Source: an optimization exercise on an open RTL-to-GDS flow (aim: a short achievable clock period and few clock cycles). Production flows keep margins and buffers that such runs may drop. In this exercise RTL edits were held to simulation tests only and were not proved equivalent to the original.

==> flow/design.v <==
module TopLevelPipe(input clk, rst,
	output [31:0] imem_addr, input [31:0] imem_rdata,
	output [31:0] dmem_addr, output [31:0] dmem_wdata, output dmem_we, input [31:0] dmem_rdata);
	reg  [31:0] pcF;         
	reg  [31:0] pcO;         
	assign imem_addr = pcO;
	wire [31:0] ins = imem_rdata;
	wire [6:0] op  = ins[6:0];
	wire [2:0] f3  = ins[14:12];
	wire [4:0] rs1 = ins[19:15];
	wire [4:0] rs2 = ins[24:20];
	wire [4:0] rd  = ins[11:7];
	wire isR    = op == 7'b0110011;
	wire isI    = op == 7'b0010011;
	wire isLW   = op == 7'b0000011;
	wire isSW   = op == 7'b0100011;
	wire isB    = op == 7'b1100011;
	wire isJAL  = op == 7'b1101111;
	wire isJALR = op == 7'b1100111;
	wire isLUI  = op == 7'b0110111;
	wire [31:0] immI = {{20{ins[31]}}, ins[31:20]};
	wire [31:0] immS = {{20{ins[31]}}, ins[31:25], ins[11:7]};
	wire [31:0] immB = {{19{ins[31]}}, ins[31], ins[7], ins[30:25], ins[11:8], 1'b0};
	wire [31:0] immJ = {{11{ins[31]}}, ins[31], ins[19:12], ins[20], ins[30:21], 1'b0};
	wire [31:0] immU = {ins[31:12], 12'b0};
	wire [31:0] immT = isJAL ? immJ : immB;
	wire usesRs1 = isR | isI | isLW | isSW | isB | isJALR;
	wire usesRs2 = isR | isSW | isB;
	wire useImm  = isI | isLW | isJALR | isSW;
	wire regWr   = (isR | isI | isLW | isJAL | isJALR | isLUI) & (rd != 5'd0);
	localparam BHI = 5, BTI = 5, BHN = 1 << BHI, BTN = 1 << BTI;
	reg  [1:0]  bht [0:BHN-1];      
	reg  [BTN-1:0] btv;
	reg  [29:0] btt [0:BTN-1];
	wire [BTN-1:0] bts = 1 << pcF[BTI+1:2];
	reg         bdis, bhit, bh1, bh0;
	reg  [29:0] btr;
	always @* begin : tables
		integer i;
		bdis = 1'b0; bhit = 1'b0; bh1 = 1'b0; bh0 = 1'b0; btr = 30'd0;
		for (i = 0; i < BTN; i = i + 1) begin
			bdis = bdis | (bts[i] & bht[i][1]);
			bhit = bhit | (bts[i] & btv[i]);
			bh1  = bh1 | (bts[i] & btv[i] & ~bht[i][1]);    
			bh0  = bh0 | (bts[i] & btv[i] & bht[i][1]);     
			btr  = btr | ({30{bts[i]}} & btt[i]);
		end
	end
	wire [31:0] btgt = {btr, 2'b00};
	wire stat  = ins[31] | (f3 == 3'b001);
	wire predT = isJAL | (isB & (stat ^ bdis));
	wire [31:0] pc4F = pcF + 32'd4;
	wire [31:0] jpred = bhit ? btgt : pc4F;
	reg         vE, rwE, ldE, swE, brE, brqE, jalE, jalrE, predTE, bUsedE;
	reg  [2:0]  f3E;
	reg  [4:0]  rdE;
	reg  [7:0]  aluE;        
	reg  [31:0] aE, bE, sE, passE, pcE, immE, jpredE;
	reg  [BHI-1:0] bhiE, bhiM;
	reg  [BTI-1:0] btiE, btiM;
	reg         statE;
	reg         redirR;      
	reg         fixSelR;     
	reg  [31:0] fixAR, fixBR;
	reg         fdRedirR;    
	reg  [31:0] tpcR, timmR;  
	reg         rwM, mwM, ldM;
	reg  [4:0]  rdM;
	reg  [31:0] resM, sdM, daM;
	reg         bupM, boutM, tupM;
	reg  [29:0] ttgtM;
	reg  [31:0] rf [1:31];
	wire [31:0] wbM = ldM ? dmem_rdata : resM;
	wire [31:0] s1 = 1 << rs1, s2 = 1 << rs2;
	reg  [31:0] rd1, rd2;
	always @* begin : rfread
		integer i;
		rd1 = 32'd0; rd2 = 32'd0;
		for (i = 1; i < 32; i = i + 1) begin
			rd1 = rd1 | ({32{s1[i]}} & rf[i]);
			rd2 = rd2 | ({32{s2[i]}} & rf[i]);
		end
	end
	wire [31:0] rf1 = (rwM && rdM == rs1) ? wbM : rd1;    
	wire [31:0] rf2 = (rwM && rdM == rs2) ? wbM : rd2;
	wire stall = ldE & ((usesRs1 & rs1 == rdE) | (usesRs2 & rs2 == rdE));
	wire fwdE = rwE & ~ldE;
	wire fwdA = fwdE & (rdE == rs1);
	wire fwdB = fwdE & (rdE == rs2) & ~useImm;
	wire fwdS = fwdE & (rdE == rs2);
	wire vEk = vE & ~redirR;             
	wire [31:0] a  = aE;
	wire [31:0] b  = bE;
	wire [31:0] sum  = a + b;
	wire [31:0] diff = a - b;
	wire        lt   = {~a[31], a[30:0]} < {~b[31], b[30:0]};
	wire        ltu  = a < b;
	wire        eq   = a == b;
	wire [31:0] res = ({32{aluE[0]}} & sum) | ({32{aluE[1]}} & diff) | ({32{aluE[2]}} & (a & b)) |
	                  ({32{aluE[3]}} & (a | b)) | ({32{aluE[4]}} & (a ^ b)) |
	                  {31'd0, (aluE[5] & lt) | (aluE[6] & ltu)} | ({32{aluE[7]}} & passE);
	wire cond  = (f3E == 3'b000) ? eq : (f3E == 3'b001) ? ~eq : (f3E == 3'b100) ? lt : (f3E == 3'b101) ? ~lt : 1'b0;
	wire [31:0] tgtE = pcE + immE;
	wire [31:0] pc4E = pcE + 32'd4;
	wire [31:0] jx = a ^ b ^ jpredE;
	wire [31:0] jg = (a & b) | ((a ^ b) & ~jpredE);
	wire jok = (jx == {jg[30:0], 1'b0});
	wire [31:0] tx = pcE ^ immE ^ jpredE;
	wire [31:0] tg = (pcE & immE) | ((pcE ^ immE) & ~jpredE);
	wire tok = (tx == {tg[30:0], 1'b0});
	wire condq = f3E[0] ? ~eq : eq;      
	wire redirQ = vEk & ((brqE & (condq ^ predTE)) | (jalrE & ~jok));
	wire [31:0] fixQ = jalrE ? sum : condq ? tgtE : pc4E;
	wire redirE = vEk & ((brE & ~brqE & (cond ^ predTE)) | ((jalE | (brE & cond)) & bUsedE & ~tok));
	wire [31:0] fixA = tgtE;                  
	wire [7:0] aluD;
	assign aluD[0] = ((isR | isI) & f3 == 3'b000 & ~(isR & ins[30])) | isLW | isSW;
	assign aluD[1] = isR & f3 == 3'b000 & ins[30];
	assign aluD[2] = (isR | isI) & f3 == 3'b111;
	assign aluD[3] = (isR | isI) & f3 == 3'b110;
	assign aluD[4] = (isR | isI) & f3 == 3'b100;
	assign aluD[5] = (isR | isI) & f3 == 3'b010;
	assign aluD[6] = (isR | isI) & f3 == 3'b011;
	assign aluD[7] = isJAL | isJALR | isLUI;
	wire go = ~rst & ~redirR & ~redirQ & ~fdRedirR & ~stall;    
	wire useB = ((isJAL | isJALR) & bhit) | (isB & (stat ? bh1 : bh0));    
	wire [31:0] tgtR = tpcR + timmR;
	wire selB = go & useB;
	wire [31:0] fixR = fixSelR ? fixBR : fixAR;
	wire [31:0] nextF = selB ? btgt : rst ? 32'd0 : redirR ? fixR : redirQ ? fixQ : fdRedirR ? tgtR : stall ? pcO : pc4F;
	wire [31:0] nextO = selB ? btgt : rst ? 32'd0 : redirR ? fixR : redirQ ? fixQ : fdRedirR ? tgtR : stall ? pcF : pcO + 32'd4;
	always @(posedge clk) begin
		pcF <= nextF;
		pcO <= nextO;
		fdRedirR <= go & predT & ~bhit;
		tpcR     <= pcF;
		timmR    <= immT;
		vE    <= go;
		rwE   <= go & regWr;
		ldE   <= go & isLW & (rd != 5'd0);
		swE   <= go & isSW;
		brE   <= go & isB;
		brqE  <= go & isB & ~f3[2];
		jalE  <= go & isJAL;
		jalrE <= go & isJALR;
		predTE <= predT;
		bUsedE <= predT & bhit;
		f3E   <= f3;
		rdE   <= rd;
		aluE  <= aluD;
		aE    <= fwdA ? res : rf1;
		bE    <= fwdB ? res : useImm ? (isSW ? immS : immI) : rf2;
		sE    <= fwdS ? res : rf2;
		passE <= isLUI ? immU : pc4F;
		pcE   <= pcF;
		immE  <= immT;
		jpredE <= jpred;
		bhiE  <= pcF[BHI+1:2];
		btiE  <= pcF[BTI+1:2];
		statE <= stat;
		redirR <= ~rst & redirE;
		fixSelR <= brE & ~cond;
		fixAR  <= fixA;
		fixBR  <= pc4E;
		rwM  <= ~rst & vEk & rwE;
		mwM  <= ~rst & vEk & swE;
		ldM  <= ldE;
		rdM  <= rdE;
		resM <= res;
		daM  <= sum;                     
		sdM  <= sE;
		bupM  <= ~rst & vEk & brE;
		boutM <= cond ^ statE;           
		bhiM  <= bhiE;
		tupM  <= ~rst & vEk & (jalE | jalrE | (brE & cond));
		btiM  <= btiE;
		ttgtM <= jalrE ? sum[31:2] : tgtE[31:2];
		if (rst) begin : rs
			integer i;
			for (i = 0; i < BHN; i = i + 1) bht[i] <= 2'd0;
			btv <= 0;
		end else begin
			if (bupM) bht[bhiM] <= boutM ? (bht[bhiM] == 2'd3 ? 2'd3 : bht[bhiM] + 2'd1)
			                             : (bht[bhiM] == 2'd0 ? 2'd0 : bht[bhiM] - 2'd1);
			if (tupM) begin btv[btiM] <= 1'b1; btt[btiM] <= ttgtM; end
		end
		if (rwM) rf[rdM] <= wbM;
	end
	assign dmem_addr  = daM;
	assign dmem_wdata = sdM;
	assign dmem_we    = mwM;
endmodule
export LEC_CHECK = 0
export ABC_CLOCK_PERIOD_IN_PS = 2500
export CAP_MARGIN = 20
export CORE_MARGIN = 2
export CORE_UTILIZATION = 33
export SLEW_MARGIN = 20
create_clock -name core_clock -period 10.0 [get_ports {clk}]
standard.sh (not shown) runs the stock make flow with config.mk's settings and CLKGATE_MAP_FILE= SYNTH_SCRIPT=/design/flow/synth_recipe.tcl, a recipe that flattens the netlist after the stock synthesis.
==> flow/flow/run.sh <==
#!/bin/bash
set -euo pipefail
bash standard.sh SETUP_SLACK_MARGIN=7 finish > standard_make.log 2>&1
Testbench counts at the start, summed over its fixed seeds: cycles 31,023.
==> next run, changes <==
CORE_UTILIZATION = 40   (was 33)
PLACE_DENSITY = 0.45   (was unset)
Result: The new run completed without violations. Design area fell by 0.51%. Clock-buffer cell count goes up by 19. Final cell count drops by 5.6%. Synthesized area is unchanged. Maximum frequency fell by 5.4%. Setup slack got worse by 0.23 ns. Wire length climbs by 1.8%.

-- what the ideal ports hide --
The flow's constraints put no driver on any port. The routed layouts listed below were extracted and timed again, unchanged, in two steps.
Step 1 assumes that a clkbuf_16 drives the clock port and a buf_2 every other input.
Step 2 also shifts input and output timing later by t, the mid clock arrival at the registers, as if the neighbouring blocks saw the same clock.
Three values: ideal, step 1, step 2; two values: the first two.
| run | t, ns | slack for setup (ns) | clock arrival spread, ns |
|---|---|---|---|
| the first run | 1.065 | 6.033 / 6.033 / 4.995 | 0.069 / 0.069 |
| the second run | 1.013 | 5.804 / 5.794 / 4.781 | 0.089 / 0.088 |
After both steps setup and hold are still met in every run listed. For the first run, which loses most, drivers alone change the setup slack by 0.000 ns; drivers and shift together by -1.038 ns.
